Background: an optimization exercise with open tools, aiming at small area. Do not read the settings as production practice.
The RTL was checked by simulation tests, not by an equivalence proof against the original design.

## flow/design.v (module list and top-level ports; edited modules follow where they fit)
// module demodulate: 1897 lines
module demodulate (
    input  wire               clk,
    input  wire               rst_n,
    input  wire               valid_in,
    input  wire signed [31:0] real_in,
    input  wire signed [31:0] imag_in,
    output reg                valid_out,
    output wire signed [31:0] demod_out
);
  // ...
==> flow/run.sh <==
#!/bin/bash
# synth_recipe.tcl (not shown) runs the flow's synth.tcl, then flattens the netlist and writes it again
# the make line also repeats each setting of config.mk as NAME=value (left out here)
make -C /OpenROAD-flow-scripts/flow DESIGN_CONFIG=/design/flow/config.mk WORK_HOME=/design/flow/orfs CLKGATE_MAP_FILE= SYNTH_SCRIPT=/design/flow/synth_recipe.tcl finish
==> flow/config.mk <==
export PLATFORM = sky130hd
export DESIGN_NAME = demodulate
export DESIGN_NICKNAME = demodulate
export VERILOG_FILES = /design/flow/design.v
export SDC_FILE = /design/flow/constraint.sdc
export NUM_CORES = 4
export LEC_CHECK = 0
export ABC_AREA = 1
export CAP_MARGIN = 5
export CORE_MARGIN = 2
export CORE_UTILIZATION = 40
export CTS_BUF_LIST = sky130_fd_sc_hd__clkbuf_4 sky130_fd_sc_hd__clkbuf_8
export SLEW_MARGIN = 5
==> flow/constraint.sdc <==
create_clock -name core_clock -period 10.0 [get_ports {clk}]
set_input_delay 2.0000 -clock core_clock [delete_from_list [all_inputs] [get_ports {clk}]]
set_output_delay 2.0000 -clock core_clock [all_outputs]
set_load 0.01 [all_outputs]
==> results.cfg, run 1 <==
[status]
status = finished clean

[critical_path]
crit_start = nd1[2]$_DFF_P_
regToRegSetupSlack_ns = 1.09
critPathCaptureType = flop
cp.required_ns = 10.49

[finish]
multi_input_area_um2 = 28800
clkCellAreaFrac_pct = 2.79
n_clock_buffer = 60
inv_count = 872
n_all_buffers = 174
largestClassByArea = multi-input gates

[route]
top_layer = met5
vias_per_cell = 5.22
route.met3.wl_mm = 7.49
drcViolationCount = 0
drt_iter0_drc = 2118
antenna_left = 0

[grt]
overflow = 0
met1_usage_pct = 26.5
grt_pass1_wl_mm = 170
grt_use_met3_pct = 3.62

[yosys]
synth_common_cells = 841 x inv_1, 538 x xor2_1, 529 x nand2_1
synth.avg_cell_area_um2 = 8.41
synth-xor-area-share_pct = 14.8
synthTopCellsByArea = fa_1 25%, ha_1 14%, xor2_1 12%, dfxtp_1 10%, inv_1 8.4%
muxShareOfSynthArea_pct = 0
ys.flop_type = dfxtp_1

[clocking]
clk_latency_ns = 0.67

[floorplanning]
tap_cells = 1254
die_w_um = 311
rows = 112

[place]
place_area_um2 = 39800
pre_cts_ws_ns = 0.951

[sta]
finalHoldViolCount = 0
holdWs_ns = 0.326
setup_viol = 0
rsz0062_at_grt = no
==> inputs of run 2 (changes only) <==
==> flow/flow/run.sh (new file) <==
#!/bin/bash
# Own flow: the standard synthesis, then flow/invopt.py removes inverters around
# full adders and xor gates (a full adder is self-dual), then the standard layout
# of the modified netlist. Registers, their names and cell types are unchanged.
set -euo pipefail
W=$(pwd)
R=$W/orfs/results/$FLOW_PLATFORM/demodulate/base
bash standard.sh synth > "$W/flow_synth.log" 2>&1
cp "$R/1_2_yosys.v" "$W/1_2_yosys.standard.v"
python3 "$W/flow/invopt.py" "$W/1_2_yosys.standard.v" "$W/1_2_yosys.invopt.v" > "$W/flow_invopt.log" 2>&1
cp "$W/1_2_yosys.invopt.v" "$R/1_2_yosys.v"
rm -f "$R/1_synth.odb" "$R/1_synth.sdc"
bash standard.sh > "$W/flow_layout.log" 2>&1
==> flow/flow/invopt.py (new file) <==
#!/usr/bin/env python3
"""Remove inverters around full adders and xor gates in a Yosys-written sky130 netlist.

A full adder is self-dual: FA(~a,~b,~c) = (~sum, ~cout), so each full adder may be
'flipped' (fed complemented inputs; its outputs then carry complemented values).
An xor2/xnor2 gate takes its inputs in whichever polarity is at hand and picks
xor2 or xnor2 (same area) to give its output the polarity wanted. Flips are chosen
greedily to minimise inverters; then every inverter not driving a port is rebuilt:
at most one inv_1 per signal that some load needs complemented. Registers and all
other cells keep their names, types and connections.
usage: invopt.py in.v out.v [report]
"""
import re, sys, collections

OUT_PINS = {'X', 'Y', 'Q', 'Q_N', 'SUM', 'COUT', 'HI', 'LO'}
src = open(sys.argv[1]).read()
m = re.search(r'^module\s+(\S+)\s*\((.*?)\);', src, re.M | re.S)
body_start = m.end()
endm = src.rindex('endmodule')
body = src[body_start:endm]
cell_re = re.compile(r'^\s*(sky130_fd_sc_hd__\w+)\s+(\S+)\s*\((.*?)\);', re.M | re.S)
pin_re = re.compile(r'\.(\w+)\(([^()]*)\)')
cells = []
first_cell = None
for cm in cell_re.finditer(body):
    if first_cell is None:
        first_cell = cm.start()
    typ, name, conns = cm.group(1), cm.group(2), cm.group(3)
    pins = [[p, n.strip()] for p, n in pin_re.findall(conns)]
    cells.append([typ, name, pins])
decls = body[:first_cell]
rest = body[first_cell:]
if cell_re.sub('', rest).strip():
    sys.stderr.write("unexpected non-cell statements\n")
    sys.exit(2)
ports = set()
for pm in re.finditer(r'^\s*(input|output)\s+(\[\d+:\d+\]\s+)?(\S+);', decls, re.M):
    rng, nm = pm.group(2), pm.group(3)
    if rng:
        hi, lo = map(int, re.findall(r'\d+', rng))
        for k in range(min(hi, lo), max(hi, lo) + 1):
            ports.add(f"{nm}[{k}]")
    ports.add(nm)

def is_inv(t): return re.match(r'sky130_fd_sc_hd__(clk)?inv_\d+$', t) is not None
def is_fa(t): return re.match(r'sky130_fd_sc_hd__fa_\d+$', t) is not None
XT = {'sky130_fd_sc_hd__xor2_1': ('sky130_fd_sc_hd__xnor2_1', 'X', 'Y'),
      'sky130_fd_sc_hd__xnor2_1': ('sky130_fd_sc_hd__xor2_1', 'Y', 'X')}
def is_x(t): return t in XT

driver = {}
for ci, (t, n, pins) in enumerate(cells):
    for p, net in pins:
        if p in OUT_PINS and net:
            driver[net] = (ci, p)
removable = set()
for ci, (t, n, pins) in enumerate(cells):
    if is_inv(t) and dict(pins)['Y'] not in ports:
        removable.add(ci)
memo = {}
def resolve(net):
    if net in memo:
        return memo[net]
    d = driver.get(net)
    if d is not None and d[0] in removable:
        b, par = resolve(dict(cells[d[0]][2])['A'])
        r = (b, par ^ 1)
    else:
        r = (net, 0)
    memo[net] = r
    return r

flex = {}          # cell index -> kind ('fa' or 'x')
for ci, (t, n, pins) in enumerate(cells):
    if is_fa(t): flex[ci] = 'fa'
    elif is_x(t): flex[ci] = 'x'
fixed0 = set()
out_of = {}        # base net -> flexible cell driving it
for ci in flex:
    for p, net in cells[ci][2]:
        if p in OUT_PINS and net:
            out_of[net] = ci
            if net in ports:
                fixed0.add(ci)
loads = []         # [cell, pin index, base, parity]
base_loads = collections.defaultdict(list)
in_bases = collections.defaultdict(list)
for ci, (t, n, pins) in enumerate(cells):
    if ci in removable:
        continue
    for pi, (p, net) in enumerate(pins):
        if p in OUT_PINS or not net or net.startswith("1'b") or net == 'clk':
            continue
        b, par = resolve(net)
        li = len(loads)
        loads.append((ci, pi, b, par))
        base_loads[b].append(li)
        in_bases[ci].append(b)
flip = collections.defaultdict(int)

def phi(b):
    return flip[out_of[b]] if b in out_of else 0
def req(li):
    ci, pi, b, par = loads[li]
    k = flex.get(ci)
    if k == 'x':
        return None
    return par ^ (flip[ci] if k == 'fa' else 0)
def need_inv(b):
    ph = phi(b)
    for li in base_loads[b]:
        r = req(li)
        if r is not None and r != ph:
            return 1
    return 0
def affected(ci):
    s = set(in_bases[ci]) if flex[ci] == 'fa' else set()
    for p, net in cells[ci][2]:
        if p in OUT_PINS and net:
            s.add(net)
    return s
before = sum(need_inv(b) for b in base_loads)
order = [ci for ci in flex if ci not in fixed0]
for it in range(30):
    changed = 0
    for ci in order:
        aff = affected(ci)
        c0 = sum(need_inv(b) for b in aff)
        flip[ci] ^= 1
        c1 = sum(need_inv(b) for b in aff)
        if c1 < c0 or (c1 == c0 and it % 2 == 1 and flex[ci] == 'x'):
            changed += 1 if c1 < c0 else 0
        else:
            flip[ci] ^= 1
    if not changed:
        break
after = sum(need_inv(b) for b in base_loads)
sys.stderr.write(f"inverters: {sum(1 for c in cells if is_inv(c[0]))} in netlist, {len(removable)} removable; "
                 f"needed before {before}, after {after}; flipped {sum(flip[c] for c in flex)} of {len(flex)}\n")
# rebuild
newwires, newcells, inv_of = [], [], {}
k = 0
for b in sorted(base_loads):
    if need_inv(b):
        k += 1
        nn = f"_invopt_n{k}_"
        inv_of[b] = nn
        newwires.append(nn)
        newcells.append(["sky130_fd_sc_hd__inv_1", f"_invopt_c{k}_", [["A", b], ["Y", nn]]])
xdelta = collections.defaultdict(int)
for li, (ci, pi, b, par) in enumerate(loads):
    r = req(li)
    if r is None:          # xor input: take the base as it physically is
        net = b
        xdelta[ci] ^= phi(b) ^ par
    else:
        net = b if r == phi(b) else inv_of[b]
    cells[ci][2][pi][1] = net
for ci, kind in flex.items():
    if kind == 'x' and (xdelta[ci] ^ flip[ci]):
        t = cells[ci][0]
        nt, op, np_ = XT[t]
        cells[ci][0] = nt
        for pin in cells[ci][2]:
            if pin[0] == op:
                pin[0] = np_
def fmt(net):
    return net + ' ' if net.startswith('\\') else net
out = [src[:body_start], decls]
for nn in newwires:
    out.append(f"  wire {nn};\n")
for ci, (t, n, pins) in enumerate(cells):
    if ci in removable:
        continue
    out.append(f"  {t} {n} (\n" + ",\n".join(f"    .{p}({fmt(net)})" for p, net in pins) + "\n  );\n")
for t, n, pins in newcells:
    out.append(f"  {t} {n} (\n" + ",\n".join(f"    .{p}({fmt(net)})" for p, net in pins) + "\n  );\n")
out.append("endmodule\n")
open(sys.argv[2], 'w').write("".join(out))
==> flow/standard.sh (new file) <==
#!/bin/bash
# synth_recipe.tcl (not shown) runs the flow's synth.tcl, then flattens the netlist and writes it again
# the make line also repeats each setting of config.mk as NAME=value (left out here)
make -C /OpenROAD-flow-scripts/flow DESIGN_CONFIG=/design/flow/config.mk WORK_HOME=/design/flow/orfs CLKGATE_MAP_FILE= SYNTH_SCRIPT=/design/flow/synth_recipe.tcl "${@:-finish}"
--- a/flow/config.mk
+++ b/flow/config.mk
@@ -7,7 +7,6 @@
 export LEC_CHECK = 0
 export ABC_AREA = 1
-export CAP_MARGIN = 5
+export CAP_MARGIN = 20
 export CORE_MARGIN = 2
 export CORE_UTILIZATION = 40
-export CTS_BUF_LIST = sky130_fd_sc_hd__clkbuf_4 sky130_fd_sc_hd__clkbuf_8
-export SLEW_MARGIN = 5
+export SLEW_MARGIN = 20
removed: flow/run.sh
==> run 2 against run 1 <==
Compared with the run above: still clean on timing, DRC and antenna; routed wire length rose by 1.2%; design area is 3.8% lower; via count decreased by 3.0%; critical endpoint is now rem7[5]$_DFF_P_.
==> results.cfg, run 2 <==
[floorplanning]
die_w_um = 306
die_area_um2 = 93700
ioPinCount = 100
rows = 110
coreArea_um2 = 90100
die_h_um = 306
start_util_pct = 40.5

[finish]
drive_above_1_share_pct = 5.99
multi_input_area_um2 = 28800
finalNetCount = 5084
top_regs = i1 x19, r1 x19
regArea_um2 = 4790
n_antenna_cell = 0
num-fill-cells = 8806
final_common_cell = nand2_1
areaGrowthSynthToFinish_pct = 8.10
final_cell_mix = 529 x nand2_1, 523 x inv_1, 478 x fa_1

[worst_hold_path]
hold_depth = 0
holdPathEnd = ff[2]$_DFF_P_
min_from = fl7[2]$_DFF_P_
hold_path.class = reg2reg

[sta]
finalSetupTns_ns = 0
rsz0062_at_grt = no
finalHoldViolCount = 0
fin_crit_sh_pct = 89.1
slew_headroom_pct = 20.6
tightest_slew_ns = 1.19
skew_ns = 0.0571
timing.final.max_slew_violations = 0
clock.fmax_mhz = 112
setup_viol = 0
min_period_ns = 8.91

[clocking]
clkSinkCount = 231
cts_buffers = 29
htreeDepth = 1
cts_resized = 0
cts_buffer_depth = 3
cts_root_buf = clkbuf_16
holdBufCountCts = 0
cts_tree = done
post_cts_buffers = 0
clk_latency_ns = 0.64
clk_pin_slew_worst_paths_ns = 0.06

[route]
drcViolationCount = 0
vias = 29200
dr.pass1.iters = 6
drt_iter0_drc = 2574
routed_wl_mm = 107
antenna_left = 0
wl_per_cell_um = 20.2
vias_per_cell = 5.50

[yosys]
yosysWarnings = 1
syn_inst = 4143
syn-num-nets = 5111
synth.avg_cell_area_um2 = 8.81
syn_area_um2 = 36500

[critical_path]
cp.required_ns = 10.48
worst_path_max_delay_cell = fa_1
critPathMaxFanout = 29
critPathKind = reg2reg
cpPeakStageDelay_ns = 0.44
crit_path_start_kind = flop
worstReg2RegEnd = rem7[5]$_DFF_P_
regToRegSetupSlack_ns = 1.09
cp.arrival_ns = 9.39
cp_common_cell = nand2_1
critPathCaptureType = flop
r2r_start = nd4[0]$_DFF_P_
rr_worst_depth = 56

[place]
numPortBuffers = 63
place.gp.congestion = 0.975
dp_hpwl_mm = 81.2

[status]
status = finished clean

[grt]
grt_pass1_vias = 30000
grt_pass1_wl_mm = 168
grt_max_degree = 58
overflow = 0
antenna_found_initial = 4
grt_use_total_pct = 23.0

[job]
max_cap_viol_count = 0
[run 2: critical path: cells and delay by family (launching register included)]
kind | cells | cell delay, ns
AOI/OAI and AO/OA | 17 | 2.99
and+or+nand+nor | 29 | 2.98
buffers and inverters | 7 | 1.35
adders and majority gates | 3 | 1.02
DFF | 1 | 0.39
[run 2: stage by stage]
stage	area [um^2]	worst slack (ns)	hold slack, ns	util [%]	cells
2_1_floorplan	36500	1.88	0.310	-	4143
3_3_place_gp	38500	0.853	0.310	42.7	5261
3_5_place_dp	38500	0.809	0.312	42.7	5261
4_1_cts	39400	0.809	0.324	43.7	5313
5_1_grt	39400	0.0502	0.328	43.8	5313
6_report	39400	1.09	0.321	43.8	5313
[run 2: worst max-delay path by stage]
stage / startpoint / end / cells past startpoint
detailed placement: real_in[13] / i1[17]$_DFF_P_ / 31
floorplan: imag_in[13] / r1[17]$_DFF_P_ / 28
global placement: real_in[13] / i1[17]$_DFF_P_ / 29
global route: nd4[2]$_DFF_P_ / rem7[10]$_DFF_P_ / 56
finish: nd4[0]$_DFF_P_ / rem7[5]$_DFF_P_ / 56
CTS: nd4[0]$_DFF_P_ / rem7[5]$_DFF_P_ / 56
[run 2: final cells by class]
class                   instances  area share, %
multi-input cells            3149           72.9
flip-flops and latches        231           12.2
inverters                     523           4.98
repair buffers                182           3.87
well taps                    1176           3.73
clock buffers                  42           2.12
clock inverters                10          0.260
[run 2: layer usage]
layer | track usage, % | share of wire [%] | vias to the layer above
li1 | - | - | 13500
met1 | 27.6 | 38 | 13800
met2 | 37.9 | 45 | 1391
met4 | 12.4 | 6.7 | 6
met5 | 0 | 0.040 | -
met3 | 5.58 | 9.9 | 448
==> inputs of run 3 (changes only) <==
--- a/flow/flow/invopt.py
+++ b/flow/flow/invopt.py
@@ -6,5 +6,5 @@
 An xor2/xnor2 gate takes its inputs in whichever polarity is at hand and picks
 xor2 or xnor2 (same area) to give its output the polarity wanted. Flips are chosen
-greedily to minimise inverters; then every inverter not driving a port is rebuilt:
+with greedy moves and simulated annealing (fixed seed) to minimise inverters; then every inverter not driving a port is rebuilt:
 at most one inv_1 per signal that some load needs complemented. Registers and all
 other cells keep their names, types and connections.
@@ -122,17 +122,44 @@
 before = sum(need_inv(b) for b in base_loads)
 order = [ci for ci in flex if ci not in fixed0]
-for it in range(30):
-    changed = 0
-    for ci in order:
-        aff = affected(ci)
-        c0 = sum(need_inv(b) for b in aff)
+import random
+rng = random.Random(1)
+def greedy():
+    for it in range(30):
+        changed = 0
+        for ci in order:
+            aff = affected(ci)
+            c0 = sum(need_inv(b) for b in aff)
+            flip[ci] ^= 1
+            c1 = sum(need_inv(b) for b in aff)
+            if c1 < c0:
+                changed += 1
+            else:
+                flip[ci] ^= 1
+        if not changed:
+            break
+greedy()
+cur = sum(need_inv(b) for b in base_loads)
+best = cur
+best_flip = dict(flip)
+T = 1.0
+for step in range(2000000):
+    ci = order[rng.randrange(len(order))]
+    aff = affected(ci)
+    c0 = sum(need_inv(b) for b in aff)
+    flip[ci] ^= 1
+    c1 = sum(need_inv(b) for b in aff)
+    dlt = c1 - c0
+    if dlt <= 0 or rng.random() < pow(2.718, -dlt / T):
+        cur += dlt
+        if cur < best:
+            best = cur
+            best_flip = dict(flip)
+    else:
         flip[ci] ^= 1
-        c1 = sum(need_inv(b) for b in aff)
-        if c1 < c0 or (c1 == c0 and it % 2 == 1 and flex[ci] == 'x'):
-            changed += 1 if c1 < c0 else 0
-        else:
-            flip[ci] ^= 1
-    if not changed:
-        break
+    if step % 100000 == 99999:
+        T *= 0.8
+flip.clear()
+flip.update(best_flip)
+greedy()
 after = sum(need_inv(b) for b in base_loads)
 sys.stderr.write(f"inverters: {sum(1 for c in cells if is_inv(c[0]))} in netlist, {len(removable)} removable; "
--- a/flow/config.mk
+++ b/flow/config.mk
@@ -10,3 +10,4 @@
 export CORE_MARGIN = 2
 export CORE_UTILIZATION = 40
+export CTS_CLUSTER_SIZE = 20
 export SLEW_MARGIN = 20
==> run 3 against run 2 <==
Compared with the run above: hold slack better by 0.0036 ns; die area down 1.3%; first-iteration DRC count down 20%; setup slack better by 0.10 ns; clock skew down 0.016 ns; non-clock buffer count up 1; final cell count down 2.3%; synthesized area down 1.3%.
==> results.cfg, run 3 <==
[sta]
timing.final.max_slew_violations = 0
skew_ns = 0.0410
finalSetupTns_ns = 0
min_period_ns = 8.81
setup_viol = 0
clock.fmax_mhz = 113
fin_ws_ns = 1.19
fin_crit_sh_pct = 88.1
rsz0062_at_grt = no
finalHoldViolCount = 0
slew_headroom_pct = 29.7
tightest_slew_ns = 1.05

[grt]
grt_pass1_vias = 28800
grt_max_degree = 58
antenna_found_initial = 3
grt_use_total_pct = 21.4
overflow = 0
grt_pass1_wl_mm = 158

[route]
vias = 28200
wl_per_cell_um = 19.1
drcViolationCount = 0
dr.pass1.iters = 6
vias_per_cell = 5.43
routed_wl_mm = 99.0
antenna_left = 0
drt_iter0_drc = 2061

[clocking]
holdBufCountCts = 0
clk_latency_ns = 0.62
clk_pin_slew_worst_paths_ns = 0.06
clkSinkCount = 231
cts_tree = done
cts_buffers = 31
cts_root_buf = clkbuf_16
post_cts_buffers = 0
cts_buffer_depth = 3
cts_resized = 0
htreeDepth = 1

[finish]
fin_area_um2 = 39100
areaGrowthSynthToFinish_pct = 8.48
final_cell_mix = 529 x nand2_1, 478 x fa_1, 423 x ha_1
finalNetCount = 4960
drive_above_1_share_pct = 6.37
fin_util_pct = 43.6
n_antenna_cell = 0
top_regs = i1 x19, r1 x19
final_common_cell = nand2_1

[place]
numPortBuffers = 63
place_area_um2 = 38000
place.gp.congestion = 0.986
pre_cts_ws_ns = 0.700
dp_hpwl_mm = 78.2

[yosys]
syn_inst = 4016
syn-num-nets = 4984
synth.avg_cell_area_um2 = 8.97
syn_area_um2 = 36000
yosysWarnings = 1

[critical_path]
worstReg2RegEnd = rem4[13]$_DFF_P_
critPathCaptureType = flop
crit_path_start_kind = input pin
cp.required_ns = 10.50
regToRegSetupSlack_ns = 1.23
crit_start = real_in[13]
critPathKind = in2reg
r2r_start = nd1[0]$_DFF_P_
cp.arrival_ns = 9.32
critPathCapture = r1[17]$_DFF_P_
rr_worst_depth = 56
critPathMaxFanout = 9

[floorplanning]
start_util_pct = 40.2
rows = 110
coreArea_um2 = 89600
die_w_um = 304
ioPinCount = 100
die_area_um2 = 92400
die_h_um = 304

[job]
max_cap_viol_count = 0

[worst_hold_path]
hold_path.class = reg2reg
hold_depth = 0

[status]
status = finished clean
[run 3: cell count changes in the layout (fill, tap and decap cells not counted), sizes merged, moves of 2 or more]
cell	change
inv	-128
xor2	-191
clkbuf	+2
xnor2	+191
clkinv	+2
bufinv	+2
[run 3: per-stage QoR]
stage / std cells / hold slack, ns
CTS: 5193 / 0.323
global route: 5193 / 0.325
finish: 5193 / 0.325
global placement: 5135 / 0.312
detailed placement: 5135 / 0.312
floorplan: 4016 / 0.310
[run 3: cell type report]
| class | count | area [um^2] |
|---|---|---|
| inverter | 396 | 1490 |
| sequential | 231 | 4790 |
| fill | 8738 | 50500 |
| clock buffer | 44 | 865 |
| multi-input combinational | 3149 | 28800 |
| clock inverter | 14 | 171 |
| timing repair buffer | 183 | 1520 |
| tap | 1176 | 1470 |
[run 3: routing by layer]
metal  vias up  share of wire (%)  global-route usage, %
met5         -              0.028                      0
met4         4                5.2                   9.11
met3       310                7.9                   3.40
met2      1090                 47                   36.5
met1     13500                 40                   26.9
li1      13300                  -                      -
[run 3: worst min path at each step]
stage | startpoint | end
floorplan | fl7[0]$_DFF_P_ | ff[0]$_DFF_P_
global placement | qr4[0]$_DFF_P_ | qr7[3]$_DFF_P_
detailed placement | fl1[2]$_DFF_P_ | fl4[2]$_DFF_P_
CTS | fl4[1]$_DFF_P_ | fl7[1]$_DFF_P_
global route | qr4[0]$_DFF_P_ | qr7[3]$_DFF_P_
finish | qr4[0]$_DFF_P_ | qr7[3]$_DFF_P_
[run 3: worst max-delay path, stage by stage]
cell and delay (ns):
clkdlybuf4s50_1 0.68, nor2_1 0.10, nor2_1 0.55, buf_4 0.33
fa_1 0.47, fa_1 0.46, fa_1 0.47, fa_1 0.42
fa_1 0.51, fa_1 0.60, ha_1 0.24, nand2_1 0.07
nor2_1 0.04, a211oi_1 0.38, o21ai_0 0.21, a21oi_1 0.35
inv_1 0.07, a21oi_1 0.22, o21ai_0 0.19, nand3_1 0.11
nand2_1 0.08, nand3_1 0.07, nand2_1 0.09, nand3_1 0.09
nand2_1 0.08, a21oi_1 0.15, o21ai_0 0.12, xor2_1 0.15
==> inputs of run 4 (changes only) <==
--- a/flow/config.mk
+++ b/flow/config.mk
@@ -10,4 +10,3 @@
 export CORE_MARGIN = 2
 export CORE_UTILIZATION = 40
-export CTS_CLUSTER_SIZE = 20
 export SLEW_MARGIN = 20
==> run 4 against run 3 <==
Compared with the run above: die area stayed put; first-iteration DRC count is 3.3% higher; hold slack hardly changed; setup slack better by 0.024 ns; synthesized area stayed put; critical path depth is 28 higher; register-to-register slack worse by 0.02 ns; flip-flop and latch count stayed put; routed wire length hardly changed; critical path type is now reg2reg; sequential share of layout area hardly changed; still clean on timing, DRC and antenna.
==> results.cfg, run 4 <==
[critical_path]
regToRegSetupSlack_ns = 1.21
worstReg2RegEnd = rem4[13]$_DFF_P_
crit_path_start_kind = flop
critPathMaxFanout = 29
r2r_start = nd1[0]$_DFF_P_
critPathKind = reg2reg
cp.arrival_ns = 9.27
critPathCaptureType = flop
cp.required_ns = 10.48
worst-path-buf-inv = 8
cpPeakStageDelay_ns = 0.44
crit_family = simple AND/OR/NAND/NOR gates
worst_path_max_delay_cell = fa_1
rr_worst_depth = 56
cp_common_cell = nand2_1

[worst_hold_path]
hold_depth = 0
min_from = qr4[0]$_DFF_P_
hold_path.class = reg2reg
holdPathEnd = qr7[3]$_DFF_P_

[sta]
fin_crit_sh_pct = 87.9
finalHoldViolCount = 0
finalSetupTns_ns = 0
rsz0062_at_grt = no
setup_viol = 0
slew_headroom_pct = 30.5
clock.fmax_mhz = 114
holdWs_ns = 0.325
min_period_ns = 8.79
timing.final.max_slew_violations = 0
skew_ns = 0.0425
tightest_slew_ns = 1.04

[clocking]
cts_resized = 0
post_cts_buffers = 0
cts_root_buf = clkbuf_16
cts_tree = done
clkSinkCount = 231
cts_buffer_depth = 3
clk_pin_slew_worst_paths_ns = 0.06
clk_latency_ns = 0.62
cts_buffers = 30
htreeDepth = 1
holdBufCountCts = 0

[floorplanning]
coreArea_um2 = 89600
rows = 110
die_w_um = 304
die_area_um2 = 92400
ioPinCount = 100
start_util_pct = 40.2
die_h_um = 304

[grt]
grt_pass1_wl_mm = 158
grt_use_total_pct = 21.4
overflow = 0
grt_pass1_vias = 28800
antenna_found_initial = 4
grt_max_degree = 58

[yosys]
synth.avg_cell_area_um2 = 8.97
syn-num-nets = 4984
yosysWarnings = 1
syn_area_um2 = 36000
syn_inst = 4016

[job]
max_cap_viol_count = 0

[route]
routed_wl_mm = 99.0
wl_per_cell_um = 19.1
drt_iter0_drc = 2130
antenna_left = 0
vias = 28200
vias_per_cell = 5.44
drcViolationCount = 0
dr.pass1.iters = 7

[finish]
finalNetCount = 4959
drive_above_1_share_pct = 6.33
final_cell_mix = 529 x nand2_1, 478 x fa_1, 423 x ha_1
top_regs = i1 x19, r1 x19
num-fill-cells = 8746
areaGrowthSynthToFinish_pct = 8.38
fin_area_um2 = 39000
finalNonFillerCells = 5192
fin_util_pct = 43.6
final_common_cell = nand2_1

[place]
place_inst = 5135
place.gp.congestion = 0.986
numPortBuffers = 63
place_area_um2 = 38000
dp_hpwl_mm = 78.2

[status]
status = finished clean
run 4: final cells by class:
cell class                 instances  area, um^2  area share, %
timing repair buffer             183        1520           3.90
clock buffer                      44         853           2.19
inverter                         396        1490           3.81
multi-input combinational       3149       28800           73.7
tap                             1176        1470           3.77
antenna                            1        2.50        0.00641
sequential                       231        4790           12.3
clock inverter                    12         143          0.365
run 4: per-layer routing:
metal,GRT usage [%],part of all wire (%),vias to the layer above
met5,0,0.037,-
met4,8.99,5.0,6
met3,3.45,8.1,300
met2,36.6,47,1118
met1,26.9,40,13500
li1,-,-,13300
run 4: through the flow:
step / worst slack (ns)
floorplan: 1.87
global placement: 0.719
detailed placement: 0.700
CTS: 1.00
global route: 0.200
finish: 1.21
run 4: worst max path at each step:
stage                            end           start  slack [ns]  depth (start not counted)
floorplan             r1[17]$_DFF_P_     imag_in[13]        1.87                         26
global placement      r1[17]$_DFF_P_     real_in[13]        0.72                         28
detailed placement    r1[17]$_DFF_P_     real_in[13]        0.70                         28
CTS                  rem4[6]$_DFF_P_  nd1[0]$_DFF_P_        1.00                         56
global route         rem4[6]$_DFF_P_  nd1[2]$_DFF_P_        0.20                         56
finish              rem4[13]$_DFF_P_  nd1[0]$_DFF_P_        1.21                         56
run 4: worst reg2reg max path, delay by kind of cell (launching register included):
kind                     cells  cell delay (ns)
AND/OR/NAND/NOR             31             3.27
adder cells (fa/ha/maj)      3             1.12
flip-flops                   1             0.39
buffers and inverters        8             1.32
AO/OA/AOI/OAI               14             2.56
==> inputs of run 5 (changes only) <==
--- a/flow/config.mk
+++ b/flow/config.mk
@@ -10,3 +10,4 @@
 export CORE_MARGIN = 2
 export CORE_UTILIZATION = 40
+export CTS_CLUSTER_SIZE = 25
 export SLEW_MARGIN = 20
==> run 5 against run 4 <==
Compared with the run above: synthesized area is the same; die area is the same; maximum frequency unchanged; utilization unchanged; hold slack unchanged; critical path depth is the same; clock-buffer cell count did not move; first-iteration DRC count is the same; setup slack unchanged.
==> results.cfg, run 5 <==
[route]
dr.pass1.iters = 7
vias = 28200
drt_iter0_drc = 2130
vias_per_cell = 5.44
routed_wl_mm = 99.0
antenna_left = 0
wl_per_cell_um = 19.1
drcViolationCount = 0

[sta]
tightest_slew_ns = 1.04
finalHoldViolCount = 0
setup_viol = 0
fin_ws_ns = 1.21
skew_ns = 0.0425
slew_headroom_pct = 30.5
holdWs_ns = 0.325
finalSetupTns_ns = 0
fin_crit_sh_pct = 87.9
clock.fmax_mhz = 114
rsz0062_at_grt = no
timing.final.max_slew_violations = 0
min_period_ns = 8.79

[place]
place.gp.congestion = 0.986
numPortBuffers = 63
pre_cts_ws_ns = 0.700
dp_hpwl_mm = 78.2
place_area_um2 = 38000

[critical_path]
rr_worst_depth = 56
cpPeakStageDelay_ns = 0.44
critPathMaxFanout = 29
critPathKind = reg2reg
cp.arrival_ns = 9.27
regToRegSetupSlack_ns = 1.21
worst_path_max_delay_cell = fa_1
cp_common_cell = nand2_1
critPathCapture = rem4[13]$_DFF_P_
worstReg2RegEnd = rem4[13]$_DFF_P_
critPathCaptureType = flop
crit_path_start_kind = flop
crit_start = nd1[0]$_DFF_P_
r2r_start = nd1[0]$_DFF_P_
cp.required_ns = 10.48

[floorplanning]
die_w_um = 304
die_h_um = 304
rows = 110
start_util_pct = 40.2
ioPinCount = 100
die_area_um2 = 92400
coreArea_um2 = 89600

[clocking]
cts_buffers = 30
htreeDepth = 1
clk_pin_slew_worst_paths_ns = 0.06
cts_buffer_depth = 3
cts_tree = done
clkSinkCount = 231
post_cts_buffers = 0
holdBufCountCts = 0
clk_latency_ns = 0.62
cts_resized = 0
cts_root_buf = clkbuf_16

[yosys]
yosysWarnings = 1
syn_inst = 4016
syn_area_um2 = 36000
syn-num-nets = 4984
synth.avg_cell_area_um2 = 8.97

[finish]
final_common_cell = nand2_1
top_regs = i1 x19, r1 x19
areaGrowthSynthToFinish_pct = 8.38
final_cell_mix = 529 x nand2_1, 478 x fa_1, 423 x ha_1
finalNetCount = 4959
fin_area_um2 = 39000
drive_above_1_share_pct = 6.33

[worst_hold_path]
hold_depth = 0
hold_path.class = reg2reg

[grt]
grt_pass1_wl_mm = 158
grt_pass1_vias = 28800
antenna_found_initial = 4
grt_use_total_pct = 21.4
overflow = 0
grt_max_degree = 58

[job]
max_cap_viol_count = 0

[status]
status = finished clean
run 5: worst min-delay path by stage:
| stage | from | to | slack, ns |
|---|---|---|---|
| 6_report | qr4[0]$_DFF_P_ | qr7[3]$_DFF_P_ | 0.32 |
| 5_1_grt | qr4[0]$_DFF_P_ | qr7[3]$_DFF_P_ | 0.32 |
| 4_1_cts | fl4[1]$_DFF_P_ | fl7[1]$_DFF_P_ | 0.32 |
| 3_5_place_dp | fl1[2]$_DFF_P_ | fl4[2]$_DFF_P_ | 0.31 |
| 3_3_place_gp | qr4[0]$_DFF_P_ | qr7[3]$_DFF_P_ | 0.31 |
| 2_1_floorplan | fl7[0]$_DFF_P_ | ff[0]$_DFF_P_ | 0.31 |
run 5: metrics by stage:
step	std cells	utilization (%)
2_1_floorplan	4016	-
3_3_place_gp	5135	42.4
3_5_place_dp	5135	42.4
4_1_cts	5191	43.5
5_1_grt	5191	43.6
6_report	5192	43.6
run 5: layer usage:
metal / global-route usage (%) / vias up / wire [um]
met1: 26.9 / 13500 / 39400
met4: 8.99 / 6 / 4910
li1: - / 13300 / -
met5: 0 / - / 37
met3: 3.45 / 300 / 7980
met2: 36.6 / 1118 / 46700
run 5: layout make-up:
type,count,area (um^2)
fillers,8746,50600
multi-input cells,3149,28800
clock inverters,12,143
well taps,1176,1470
inverters,396,1490
flip-flops and latches,231,4790
repair buffers,183,1520
diodes,1,2.50
clock buffers,44,853
run 5: worst max-delay path, delay by kind of cell, from the launching register on:
kind | cells | cell delay (ns)
DFF | 1 | 0.39
buffers and inverters | 8 | 1.31
AOI/OAI and AO/OA | 14 | 2.55
and+or+nand+nor | 31 | 3.26
adders and majority gates | 3 | 1.12
==> inputs of run 6 (changes only) <==
--- a/flow/config.mk
+++ b/flow/config.mk
@@ -10,4 +10,5 @@
 export CORE_MARGIN = 2
 export CORE_UTILIZATION = 40
-export CTS_CLUSTER_SIZE = 25
+export CTS_CLUSTER_DIAMETER = 100
+export CTS_CLUSTER_SIZE = 30
 export SLEW_MARGIN = 20
==> run 6 against run 5 <==
Compared with the run above: synthesized area did not move; first-iteration DRC count barely moved; register-to-register slack barely moved; critical path depth fell by 28; global-route usage fell by 0.091 points; setup slack got worse by 0.035 ns; critical path type is now in2reg; largest cell class unchanged.
==> results.cfg, run 6 <==
[sta]
slew_headroom_pct = 27.9
fin_crit_sh_pct = 88.2
finalHoldViolCount = 0
timing.final.max_slew_violations = 0
setup_viol = 0
clock.fmax_mhz = 113
min_period_ns = 8.82
skew_ns = 0.0219
rsz0062_at_grt = no
tightest_slew_ns = 1.08
finalSetupTns_ns = 0

[critical_path]
worst_path_max_delay_cell = clkdlybuf4s50_1
critPathCapture = r1[17]$_DFF_P_
cpPeakStageDelay_ns = 0.68
cp_common_cell = fa_1
crit_start = real_in[13]
cp.arrival_ns = 9.26
rr_worst_depth = 56
crit_family = adder cells
worstReg2RegEnd = rem4[6]$_DFF_P_
critPathMaxFanout = 9
worst-path-buf-inv = 3
critPathKind = in2reg
cp.depth = 28
crit_path_start_kind = input pin
critPathCaptureType = flop
r2r_start = nd1[0]$_DFF_P_
cp.required_ns = 10.44
regToRegSetupSlack_ns = 1.21

[floorplanning]
die_area_um2 = 92400
coreArea_um2 = 89600
die_h_um = 304
ioPinCount = 100
die_w_um = 304
start_util_pct = 40.2
rows = 110

[grt]
antenna_found_initial = 5
grt_pass1_vias = 28600
grt_pass1_wl_mm = 158
overflow = 0
grt_use_total_pct = 21.3
grt_max_degree = 58

[clocking]
post_cts_buffers = 0
htreeDepth = 1
holdBufCountCts = 0
clk_latency_ns = 0.55
cts_tree = done
cts_resized = 0
cts_buffers = 16
cts_root_buf = clkbuf_16
clk_pin_slew_worst_paths_ns = 0.10
clkSinkCount = 231
cts_buffer_depth = 3

[finish]
final_cell_mix = 529 x nand2_1, 478 x fa_1, 423 x ha_1
areaGrowthSynthToFinish_pct = 7.27
final_common_cell = nand2_1
fin_area_um2 = 38600
top_regs = i1 x19, r1 x19
finalNonFillerCells = 5164
finalNetCount = 4945
drive_above_1_share_pct = 5.89

[worst_hold_path]
hold_path.class = reg2reg

[place]
place.gp.congestion = 0.986
place_area_um2 = 38000
place_inst = 5135
dp_hpwl_mm = 78.2
numPortBuffers = 63

[route]
antenna_left = 0
wl_per_cell_um = 19.1
vias = 28200
routed_wl_mm = 98.6
drcViolationCount = 0
wl_met1_mm = 39.0
dr.pass1.iters = 6
top_layer = met5
drt_iter0_drc = 2132
vias_per_cell = 5.46
wl_met2_mm = 46.8
route.met3.wl_mm = 8.25

[job]
max_cap_viol_count = 0

[yosys]
synth.avg_cell_area_um2 = 8.97
syn_area_um2 = 36000
yosysWarnings = 1
syn-num-nets = 4984
syn_inst = 4016

[status]
status = finished clean
run 6: how the worst min path moves through the flow:
| stage | start | to | slack, ns | cells past startpoint |
|---|---|---|---|---|
| 6_report | fl4[1]$_DFF_P_ | fl7[1]$_DFF_P_ | 0.33 | 0 |
| 5_1_grt | fl7[2]$_DFF_P_ | ff[2]$_DFF_P_ | 0.34 | 0 |
| 4_1_cts | fl4[1]$_DFF_P_ | fl7[1]$_DFF_P_ | 0.33 | 0 |
| 3_5_place_dp | fl1[2]$_DFF_P_ | fl4[2]$_DFF_P_ | 0.31 | 0 |
| 3_3_place_gp | qr4[0]$_DFF_P_ | qr7[3]$_DFF_P_ | 0.31 | 0 |
| 2_1_floorplan | fl7[0]$_DFF_P_ | ff[0]$_DFF_P_ | 0.31 | 0 |
run 6: final cells by class:
class | count | area [um^2]
flip-flops and latches | 231 | 4790
fillers | 8773 | 51000
clock inverters | 9 | 143
multi-input cells | 3149 | 28800
diodes | 1 | 2.50
repair buffers | 183 | 1520
clock buffers | 19 | 453
inverters | 396 | 1490
well taps | 1176 | 1470
run 6: stage by stage:
| step | worst slack (ns) | hold WS [ns] | util, % |
|---|---|---|---|
| after floorplan | 1.87 | 0.310 | - |
| after global placement | 0.719 | 0.312 | 42.4 |
| after detailed placement | 0.700 | 0.312 | 42.4 |
| after CTS | 1.02 | 0.330 | 43.1 |
| after global routing | 0.208 | 0.341 | 43.1 |
| final | 1.18 | 0.331 | 43.1 |
run 6: worst register-to-register path, delay by kind of cell (launching register included):
family                   cells  cell delay, ns
buffers and inverters        8            1.34
AND/OR/NAND/NOR             31            3.27
AO/OA/AOI/OAI               14            2.56
flip-flops                   1            0.41
adder cells (fa/ha/maj)      3            1.12
run 6: metal layers:
metal	GRT usage, %	vias to the layer above
li1	-	13200
met1	26.8	13500
met2	36.5	1119
met3	3.49	291
met4	8.57	6
met5	0	-
==> inputs of run 7 (changes only) <==
--- a/flow/config.mk
+++ b/flow/config.mk
@@ -11,4 +11,4 @@
 export CORE_UTILIZATION = 40
 export CTS_CLUSTER_DIAMETER = 100
-export CTS_CLUSTER_SIZE = 30
+export CTS_CLUSTER_SIZE = 24
 export SLEW_MARGIN = 20
==> run 7 against run 6 <==
Compared with the run above: maximum frequency shrank 0.65%; critical path depth is the same; clock skew shrank 0.00057 ns.
==> results.cfg, run 7 <==
[status]
status = finished clean

[grt]
grt_pass1_wl_mm = 158
grt_use_total_pct = 21.4
grt_pass1_vias = 28700
antenna_found_initial = 5
grt_max_degree = 58
overflow = 0

[route]
vias = 28100
antenna_left = 0
routed_wl_mm = 98.6
drcViolationCount = 0
wl_per_cell_um = 19.1
vias_per_cell = 5.44
drt_iter0_drc = 2088
dr.pass1.iters = 6

[clocking]
cts_tree = done
clkSinkCount = 231
htreeDepth = 1
cts_buffers = 18
cts_root_buf = clkbuf_16
cts_buffer_depth = 3
post_cts_buffers = 0
clk_pin_slew_worst_paths_ns = 0.08
cts_resized = 0
holdBufCountCts = 0
clk_latency_ns = 0.55

[finish]
num-fill-cells = 8778
final_common_cell = nand2_1
top_regs = i1 x19, r1 x19
regArea_um2 = 4790
finalNetCount = 4947
finalNonFillerCells = 5165
final_cell_mix = 529 x nand2_1, 478 x fa_1, 423 x ha_1
multi_input_area_um2 = 28800
drive_above_1_share_pct = 5.89
areaGrowthSynthToFinish_pct = 7.24

[place]
place.gp.congestion = 0.986
dp_hpwl_mm = 78.2
numPortBuffers = 63
place_inst = 5135
pre_cts_ws_ns = 0.700

[critical_path]
critPathCaptureType = flop
critPathMaxFanout = 9
crit_path_start_kind = input pin
critPathKind = in2reg
cp.arrival_ns = 9.32
cp.required_ns = 10.44
cp_common_cell = fa_1
worst_path_max_delay_cell = clkdlybuf4s50_1
cpPeakStageDelay_ns = 0.69

[floorplanning]
rows = 110
die_area_um2 = 92400
coreArea_um2 = 89600
die_h_um = 304
start_util_pct = 40.2
ioPinCount = 100
die_w_um = 304

[yosys]
syn_area_um2 = 36000
syn-num-nets = 4984
syn_inst = 4016
yosysWarnings = 1
synth.avg_cell_area_um2 = 8.97

[sta]
finalHoldViolCount = 0
clock.fmax_mhz = 113
slew_headroom_pct = 28.7
min_period_ns = 8.88
tightest_slew_ns = 1.07
rsz0062_at_grt = no
timing.final.max_slew_violations = 0
finalSetupTns_ns = 0
skew_ns = 0.0213
setup_viol = 0
fin_crit_sh_pct = 88.8
holdWs_ns = 0.332
fin_ws_ns = 1.12

[job]
max_cap_viol_count = 0

[worst_hold_path]
hold_path.class = reg2reg
==> run 7: worst max-delay path: cells and delay by family <==
| kind | cells | cell delay, ns |
|---|---|---|
| fa+ha+maj | 7 | 3.18 |
| buf+inv | 3 | 1.09 |
| xor+xnor | 1 | 0.15 |
| compound gates | 7 | 1.62 |
| simple gates | 10 | 1.27 |
==> run 7: path summary, 6_finish.rpt <==
kind,from,end,slack [ns],depth (start not counted)
max reg2reg,nd1[0]$_DFF_P_,rem4[17]$_DFF_P_,1.22,56
min in group asynchronous,rst_n,a[3]$_DFFE_PN0P_,1.46,1
min reg2reg,fl4[3]$_DFF_P_,fl7[3]$_DFF_P_,0.33,0
max in group asynchronous,rst_n,vp[4]$_DFF_PN0_,8.11,1
max,real_in[13],r1[17]$_DFF_P_,1.12,28
min,fl4[3]$_DFF_P_,fl7[3]$_DFF_P_,0.33,0
==> run 7: final cells by class <==
type	count	share of cell area, %
inverters	396	3.85
clock buffers	18	1.17
clock inverters	10	0.343
repair buffers	183	3.95
diodes	2	0.0130
multi-input cells	3149	74.5
well taps	1176	3.81
flip-flops and latches	231	12.4
==> run 7: layer usage <==
metal	track usage (%)	wire (um)	vias up	share of wire, %
met3	3.61	7860	298	8.0
met5	0	40	-	0.041
met2	36.5	46800	1092	47
li1	-	-	13200	-
met1	26.7	39200	13500	40
met4	8.86	4740	6	4.8
==> run 7: through the flow <==
| step | utilization (%) | area (um^2) |
|---|---|---|
| 3_5_place_dp | 42.4 | 38000 |
| 6_report | 43.1 | 38600 |
| 3_3_place_gp | 42.4 | 38000 |
| 4_1_cts | 43.1 | 38600 |
| 2_1_floorplan | - | 36000 |
| 5_1_grt | 43.1 | 38600 |
==> inputs of run 8 (changes only) <==
--- a/flow/config.mk
+++ b/flow/config.mk
@@ -7,8 +7,8 @@
 export LEC_CHECK = 0
 export ABC_AREA = 1
-export CAP_MARGIN = 20
+export CAP_MARGIN = 10
 export CORE_MARGIN = 2
 export CORE_UTILIZATION = 40
 export CTS_CLUSTER_DIAMETER = 100
 export CTS_CLUSTER_SIZE = 24
-export SLEW_MARGIN = 20
+export SLEW_MARGIN = 10
==> run 8 against run 7 <==
Compared with the run above: sequential share of layout area about the same; register-to-register slack about the same; synthesized cell count unchanged; design area about the same; still clean on timing, DRC and antenna; final cell count about the same; clock-buffer cell count unchanged; via count down 0.12%; non-clock buffer count unchanged.
==> results.cfg, run 8 <==
[place]
dp_hpwl_mm = 78.2
place_inst = 5135
place_area_um2 = 38000
place.gp.congestion = 0.986
numPortBuffers = 63

[yosys]
syn-num-nets = 4984
syn_inst = 4016
synth.avg_cell_area_um2 = 8.97
yosysWarnings = 1
syn_area_um2 = 36000

[status]
status = finished clean

[sta]
finalHoldViolCount = 0
timing.final.max_slew_violations = 0
min_period_ns = 8.87
tightest_slew_ns = 1.09
slew_headroom_pct = 27.3
rsz0062_at_grt = no
skew_ns = 0.0213
setup_viol = 0
clock.fmax_mhz = 113
fin_crit_sh_pct = 88.7
finalSetupTns_ns = 0

[clocking]
cts_root_buf = clkbuf_16
clk_pin_slew_worst_paths_ns = 0.08
holdBufCountCts = 0
clk_latency_ns = 0.55
cts_buffers = 18
cts_tree = done
post_cts_buffers = 0
cts_buffer_depth = 3
cts_resized = 0
clkSinkCount = 231
htreeDepth = 1

[finish]
drive_above_1_share_pct = 5.89
fin_area_um2 = 38600
regArea_um2 = 4790
finalNonFillerCells = 5164
multi_input_area_um2 = 28800
num-fill-cells = 8780
fin_util_pct = 43.1
top_regs = i1 x19, r1 x19
areaGrowthSynthToFinish_pct = 7.23
final_common_cell = nand2_1
final_cell_mix = 529 x nand2_1, 478 x fa_1, 423 x ha_1
finalNetCount = 4947

[grt]
grt_use_total_pct = 21.4
grt_pass1_vias = 28700
grt_max_degree = 58
antenna_found_initial = 5
overflow = 0
grt_pass1_wl_mm = 158

[critical_path]
crit_path_start_kind = input pin
worst_path_max_delay_cell = clkdlybuf4s50_1
rr_worst_depth = 56
cp_common_cell = fa_1
regToRegSetupSlack_ns = 1.22
cp.required_ns = 10.44
critPathKind = in2reg
crit_family = adder cells
cpPeakStageDelay_ns = 0.68
cp.arrival_ns = 9.31
critPathCaptureType = flop
critPathMaxFanout = 9
worst-path-buf-inv = 3
cp.depth = 28

[floorplanning]
die_w_um = 304
die_h_um = 304
start_util_pct = 40.2
die_area_um2 = 92400
coreArea_um2 = 89600
ioPinCount = 100
rows = 110

[worst_hold_path]
hold_path.class = reg2reg
hold_depth = 0

[route]
vias = 28100
drt_iter0_drc = 2098
wl_per_cell_um = 19.1
antenna_left = 0
vias_per_cell = 5.44
drcViolationCount = 0
routed_wl_mm = 98.7
dr.pass1.iters = 6

[job]
max_cap_viol_count = 0
==> run 8: layout make-up <==
| cell class | instances | share of cell area (%) |
|---|---|---|
| flip-flops and latches | 231 | 12.4 |
| repair buffers | 183 | 3.94 |
| well taps | 1176 | 3.81 |
| clock inverters | 10 | 0.343 |
| clock buffers | 18 | 1.17 |
| inverters | 396 | 3.85 |
| diodes | 1 | 0.00648 |
| multi-input cells | 3149 | 74.5 |
==> run 8: metrics by stage <==
stage,setup WS [ns],hold WS [ns]
finish,1.13,0.332
global route,0.227,0.339
CTS,1.03,0.334
detailed placement,0.700,0.312
global placement,0.719,0.312
floorplan,1.87,0.310
==> run 8: layer usage <==
layer / global-route usage, % / up-vias / part of all wire (%)
met3: 3.61 / 301 / 8.1
met2: 36.5 / 1103 / 47
met1: 26.7 / 13400 / 40
met5: 0 / - / 0.050
li1: - / 13200 / -
met4: 8.86 / 8 / 4.9
==> run 8: path summary, 6_finish.rpt <==
kind,startpoint,end
max,real_in[13],r1[17]$_DFF_P_
min,fl4[3]$_DFF_P_,fl7[3]$_DFF_P_
max reg2reg,nd1[0]$_DFF_P_,rem4[17]$_DFF_P_
min reg2reg,fl4[3]$_DFF_P_,fl7[3]$_DFF_P_
max in group asynchronous,rst_n,vp[4]$_DFF_PN0_
min in group asynchronous,rst_n,a[3]$_DFFE_PN0P_
==> inputs of run 9 (changes only) <==
--- a/flow/config.mk
+++ b/flow/config.mk
@@ -7,8 +7,8 @@
 export LEC_CHECK = 0
 export ABC_AREA = 1
-export CAP_MARGIN = 10
+export CAP_MARGIN = 5
 export CORE_MARGIN = 2
 export CORE_UTILIZATION = 40
 export CTS_CLUSTER_DIAMETER = 100
 export CTS_CLUSTER_SIZE = 24
-export SLEW_MARGIN = 10
+export SLEW_MARGIN = 5
==> run 9 against run 8 <==
Compared with the run above: routed wire length about the same; setup slack got worse by 0.032 ns; flip-flop and latch count did not move; highest routed layer unchanged; utilization about the same; global-route usage stayed put; die area unchanged; non-clock buffer count did not move.
==> results.cfg, run 9 <==
[critical_path]
critPathKind = in2reg
critPathCaptureType = flop
cp.arrival_ns = 9.34
r2r_start = nd1[0]$_DFF_P_
rr_worst_depth = 56
regToRegSetupSlack_ns = 1.22
worstReg2RegEnd = rem4[17]$_DFF_P_
critPathMaxFanout = 9
cp.required_ns = 10.44
crit_path_start_kind = input pin

[yosys]
syn_inst = 4016
syn_area_um2 = 36000
synth.avg_cell_area_um2 = 8.97
syn-num-nets = 4984
yosysWarnings = 1

[clocking]
clk_pin_slew_worst_paths_ns = 0.08
clk_latency_ns = 0.55
post_cts_buffers = 0
clkSinkCount = 231
cts_buffer_depth = 3
cts_buffers = 18
holdBufCountCts = 0
cts_tree = done
cts_resized = 0
htreeDepth = 1
cts_root_buf = clkbuf_16

[route]
drt_iter0_drc = 2116
vias_per_cell = 5.44
drcViolationCount = 0
vias = 28100
wl_per_cell_um = 19.1
dr.pass1.iters = 6
routed_wl_mm = 98.6
antenna_left = 0

[place]
place.gp.congestion = 0.986
numPortBuffers = 63
dp_hpwl_mm = 78.2

[job]
max_cap_viol_count = 0

[finish]
final_common_cell = nand2_1
fin_util_pct = 43.1
top_regs = i1 x19, r1 x19
areaGrowthSynthToFinish_pct = 7.22
drive_above_1_share_pct = 5.87
num-fill-cells = 8781
finalNetCount = 4947
final_cell_mix = 529 x nand2_1, 478 x fa_1, 423 x ha_1

[grt]
grt_use_total_pct = 21.4
grt_max_degree = 58
overflow = 0
grt_pass1_wl_mm = 158
grt_pass1_vias = 28700
antenna_found_initial = 5

[sta]
tightest_slew_ns = 1.18
slew_headroom_pct = 21.2
finalSetupTns_ns = 0
finalHoldViolCount = 0
fin_crit_sh_pct = 89.0
skew_ns = 0.0234
clock.fmax_mhz = 112
rsz0062_at_grt = no
setup_viol = 0
min_period_ns = 8.90
timing.final.max_slew_violations = 0

[floorplanning]
rows = 110
die_area_um2 = 92400
start_util_pct = 40.2
die_w_um = 304
coreArea_um2 = 89600
ioPinCount = 100
die_h_um = 304

[status]
status = finished clean

[worst_hold_path]
min_from = fl4[3]$_DFF_P_
hold_depth = 0
holdPathEnd = fl7[3]$_DFF_P_
hold_path.class = reg2reg
[run 9: cell type report]
| cell class | instances | area [um^2] | share of cell area, % |
|---|---|---|---|
| Antenna cell | 2 | 5.00 | 0.0130 |
| Clock buffer | 18 | 450 | 1.17 |
| Clock inverter | 10 | 133 | 0.343 |
| Inverter | 396 | 1490 | 3.85 |
| Multi-Input combinational cell | 3149 | 28800 | 74.5 |
| Sequential cell | 231 | 4790 | 12.4 |
| Tap cell | 1176 | 1470 | 3.81 |
| Timing Repair Buffer | 183 | 1520 | 3.94 |
[run 9: worst max path at each step]
stage / slack (ns) / cells past startpoint / end / from
final: 1.10 / 28 / r1[17]$_DFF_P_ / real_in[13]
after global routing: 0.23 / 56 / rem4[6]$_DFF_P_ / nd1[2]$_DFF_P_
after CTS: 1.03 / 56 / rem4[17]$_DFF_P_ / nd1[0]$_DFF_P_
after detailed placement: 0.70 / 28 / r1[17]$_DFF_P_ / real_in[13]
after global placement: 0.72 / 28 / r1[17]$_DFF_P_ / real_in[13]
after floorplan: 1.87 / 26 / r1[17]$_DFF_P_ / imag_in[13]
[run 9: critical path: stages]
cell and delay (ns):
clkdlybuf4s50_1 0.69, nor2_1 0.10, nor2_1 0.55, buf_4 0.34, fa_1 0.48, fa_1 0.46, fa_1 0.47, fa_1 0.42
fa_1 0.51, fa_1 0.60, ha_1 0.24, nand2_1 0.07, nor2_1 0.04, a211oi_1 0.39, o21ai_0 0.22, a21oi_1 0.34
inv_1 0.07, a21oi_1 0.22, o21ai_0 0.20, nand3_1 0.11, nand2_1 0.08, nand3_1 0.07, nand2_1 0.09, nand3_1 0.08
nand2_1 0.08, a21oi_1 0.15, o21ai_0 0.12, xor2_1 0.15
[run 9: per-stage QoR]
step / instances / worst slack, ns / hold WS [ns] / area [um^2]
2_1_floorplan: 4016 / 1.87 / 0.310 / 36000
3_3_place_gp: 5135 / 0.719 / 0.312 / 38000
3_5_place_dp: 5135 / 0.700 / 0.312 / 38000
4_1_cts: 5163 / 1.03 / 0.334 / 38600
5_1_grt: 5163 / 0.227 / 0.339 / 38600
6_report: 5165 / 1.10 / 0.332 / 38600
[run 9: per-layer routing]
layer	track usage [%]	vias to the layer above	wire length [um]
li1	-	13200	-
met3	3.61	293	8050
met2	36.5	1086	46800
met1	26.7	13500	39000
met4	8.86	6	4740
met5	0	-	40

[separate check: timing with driven ports]
The flow's constraints put no driver on any port. The routed layouts listed below were extracted and timed again, unchanged, in two steps.
Step 1 sets driving cells, clkbuf_16 on the clock port and buf_2 on the other inputs (assumed; they add their load-dependent delay and slew).
Step 2, shift: input delay + t, output delay - t, t = (earliest + latest rising clock arrival at the registers) / 2. This alone moves slack from input paths to output paths.
Three values: ideal, step 1, step 2; two values: the first two.
run | shift t [ns] | setup slack, ns | slew at the worst register clock pin (ns)
run 1 | 0.694 | 1.094 / 1.094 / 0.917 | 0.08 / 0.08
run 2 | 0.670 | 1.088 / 1.088 / 0.755 | 0.08 / 0.08
run 3 | 0.671 | 1.187 / 1.225 / 0.554 | 0.07 / 0.07
run 4 | 0.669 | 1.211 / 1.211 / 0.585 | 0.07 / 0.07
run 5 | 0.669 | 1.211 / 1.211 / 0.585 | 0.07 / 0.07
run 6 | 0.604 | 1.176 / 1.206 / 0.616 | 0.11 / 0.11
run 7 | 0.611 | 1.118 / 1.162 / 0.550 | 0.09 / 0.09
run 8 | 0.611 | 1.130 / 1.173 / 0.562 | 0.09 / 0.09
run 9 | 0.613 | 1.098 / 1.141 / 0.529 | 0.09 / 0.09
After both steps setup and hold are still met in every run listed. For run 3, which loses most, drivers alone change the setup slack by +0.038 ns; drivers and shift together by -0.633 ns.
